This is an optimization exercise on Yosys and OpenROAD, whose aim is small area and a short achievable clock period, not a production implementation.
Only simulation tests tie the RTL to the original design; equivalence was not proved.

== run 1 ==
// cpu_cpu
module cpu_cpu(clk, reset, code, out);
    input clk, reset;
    input  [255:0] code;
    output reg [7:0] out;
    reg [7:0] pc;
    reg [7:0] regs [0:7];
    reg [1:0] cmp_state;
    wire [15:0] inst;
    cpu_decoder decoder(.code(code), .pc(pc), .inst(inst));
    wire [4:0] op    = inst[4:0];
    wire [2:0] ra    = inst[7:5];
    wire [2:0] rb    = inst[10:8];
    wire [7:0] imm_i = inst[15:8];
    wire [7:0] imm_j = inst[12:5];
    wire [7:0] ra_oh = 8'b1 << ra;
    wire [7:0] rb_oh = 8'b1 << rb;
    wire [63:0] rflat = {regs[7], regs[6], regs[5], regs[4],
                         regs[3], regs[2], regs[1], regs[0]};
    wire [7:0] a, b;
    cpu_rdport rda(.regs(rflat), .sel(ra_oh), .q(a));
    cpu_rdport rdb(.regs(rflat), .sel(rb_oh), .q(b));
    wire en_b, inv, cin, wr, is_out, is_sub;
    wire [5:0] s_res;
    wire [2:0] s_pc;
    wire [7:0] seq;
    cpu_ctrl ctrl(.op(op), .reset(reset), .cmp_state(cmp_state), .pc(pc),
                  .en_b(en_b), .inv(inv), .cin(cin), .s_res(s_res), .wr(wr),
                  .s_pc(s_pc), .is_out(is_out), .is_sub(is_sub), .seq(seq));
    wire [7:0] sum, g, p, prod, quo, res, pc_next;
    wire lt, eq;
    cpu_adder adder(.a(a), .b(b), .en_b(en_b), .inv(inv), .cin(cin), .sum(sum), .g(g), .p(p));
    cpu_cmp cmp(.a(a), .d(sum), .b(b), .same(ra == rb), .lt(lt), .eq(eq));
    cpu_mul mul(.a(a), .b(b), .p(prod));
    cpu_div div(.a(a), .b(b), .quo(quo));
    genvar j;
    generate
        for (j = 0; j < 8; j = j + 1) begin : g_res
            cpu_sel6 ur(.d({sum[j], p[j], g[j], imm_i[j], quo[j], prod[j]}), .s(s_res), .y(res[j]));
            cpu_sel3 up(.d({seq[j], imm_j[j], a[j]}), .s(s_pc), .y(pc_next[j]));
        end
    endgenerate
    integer k;
    always @(posedge clk) begin
        pc <= pc_next;
        if (!reset) begin
            for (k = 0; k < 8; k = k + 1)
                if (wr && ra_oh[k])
                    regs[k] <= res;
            if (is_sub)
                cmp_state <= lt ? 2'd0 : eq ? 2'd1 : 2'd2;
            if (is_out)
                out <= a;
        end
    end
endmodule
For scale: about 1200 cells after synthesis, about 82 flip-flops, roughly 11000 sq um of cells after synthesis.
export LEC_CHECK = 0
export CAP_MARGIN = 20
export CORE_MARGIN = 2
export CORE_UTILIZATION = 45
export CTS_BUF_LIST = sky130_fd_sc_hd__clkbuf_8
export SLEW_MARGIN = 20
export SYNTH_HIERARCHICAL = 1
export SYNTH_MINIMUM_KEEP_SIZE = 0
create_clock -name core_clock -period 22.0 [get_ports {clk}]
standard.sh (not shown) runs the stock make flow with config.mk's settings and CLKGATE_MAP_FILE= SYNTH_SCRIPT=/design/flow/synth_recipe.tcl, a recipe that flattens the netlist after the stock synthesis.
==> flow/flow/run.sh <==
#!/bin/bash
# Standard layout, with the smallest buffer on the ports and timing repair
# aiming 8.5 ns past the clock period.
set -euo pipefail
bash standard.sh "BUFFER_PORTS_ARGS=-buffer_cell sky130_fd_sc_hd__buf_1" SETUP_SLACK_MARGIN=8.5 finish > make_finish.log 2>&1
Run 1 reached the end of the flow, and the finished layout is clean on the timing, design-rule and antenna checks.
### run 1 -> run 2
Settings: CORE_UTILIZATION changed from 45 to 60.
### Flow results
- Run 2: no failed stages, no open violations at the end
- Against run 1, final design area excluding fillers in run 2 fell by a few percent.
- Against run 1, run 2 comes in 0.017 ns lower on slew of the pin with the lowest slew margin.
- Row fraction of the core area covered by cells at the end of the flow: run 2 higher / run 1 lower
- Biggest fanout along the worst timing path in run 2 is 1 lower than in run 1
- Cmp run 2 and run 1 / setup slack / lower: run 2
- In the metrics for run 2 and run 1, the one carrying the higher final period utilization is run 2.
- Going from run 1 to run 2, area added between synthesis and finish decreased 2.6 points; count of buffer and inverter cells on the critical path increased 3; wire length decreased about 9%.
Here is what was changed in the inputs of run 3 compared with run 2.
Settings: CORE_UTILIZATION changed from 60 to 50.
==> flow/flow/run.sh <==
#!/bin/bash
# Standard layout, with the smallest buffer on the ports and timing repair
# aiming 10 ns past the clock period.
set -euo pipefail
bash standard.sh "BUFFER_PORTS_ARGS=-buffer_cell sky130_fd_sc_hd__buf_1" SETUP_SLACK_MARGIN=10 finish > make_finish.log 2>&1
==> comparison <==
- Sort run 2 and run 3 by number of gates resized after cts, ascending, and run 2 comes first.
- The lower minimum period implied by the final worst setup slack of run 2 and run 3 is in run 3.
- Run 2 has lower routed length on met1 than run 3.
- Run 2 reports its endpoint of the worst setup timing path as regs[3][0] while run 3 reports regs[6][0].
### run 3 -> run 4
==> flow/flow/run.sh <==
#!/bin/bash
# Standard layout, with the smallest buffer on the ports and timing repair
# aiming 9 ns past the clock period.
set -euo pipefail
bash standard.sh "BUFFER_PORTS_ARGS=-buffer_cell sky130_fd_sc_hd__buf_1" SETUP_SLACK_MARGIN=9 finish > make_finish.log 2>&1
==> comparison <==
- Changes observed in run 4 relative to run 3: non-clock buffer count moved down; worst hold slack moved up; register-to-register slack moved up; minimum period implied by the final worst setup slack moved up; flip-flop and latch count level.
- Comparing run 4 and run 3, routed wirelength normalized by instance count is lower on run 4.

## separate check: timing with driven ports
No port has a modelled driver above. Below, the same layouts with a new extraction and two added sets of constraints. Step 1: set_driving_cell puts a clkbuf_16 on clk and a buf_2 on each other input, an assumption about the parent block. Step 2 also shifts input and output timing later by t, the mid clock arrival at the registers, as if the neighbouring blocks saw the same clock. a / b / c = ideal ports / drivers / drivers and shift; a / b = the first two.
run | shift t [ns] | slack for setup (ns) | worst hold slack (ns) | worst register clock-pin slew, ns
run 1 | 0.403 | 8.988 / 8.991 / 8.588 | 0.720 / 0.720 / 0.720 | 0.10 / 0.10
run 2 | 0.394 | 8.736 / 8.748 / 8.354 | 0.704 / 0.704 / 0.704 | 0.10 / 0.10
run 3 | 0.396 | 9.287 / 9.299 / 8.903 | 0.733 / 0.733 / 0.733 | 0.10 / 0.10
run 4 | 0.404 | 9.249 / 9.254 / 8.850 | 0.749 / 0.749 / 0.749 | 0.11 / 0.11
After both steps every run listed still meets setup and hold. For run 1, which loses most, drivers alone change the setup slack by +0.003 ns; drivers and shift together by -0.400 ns.
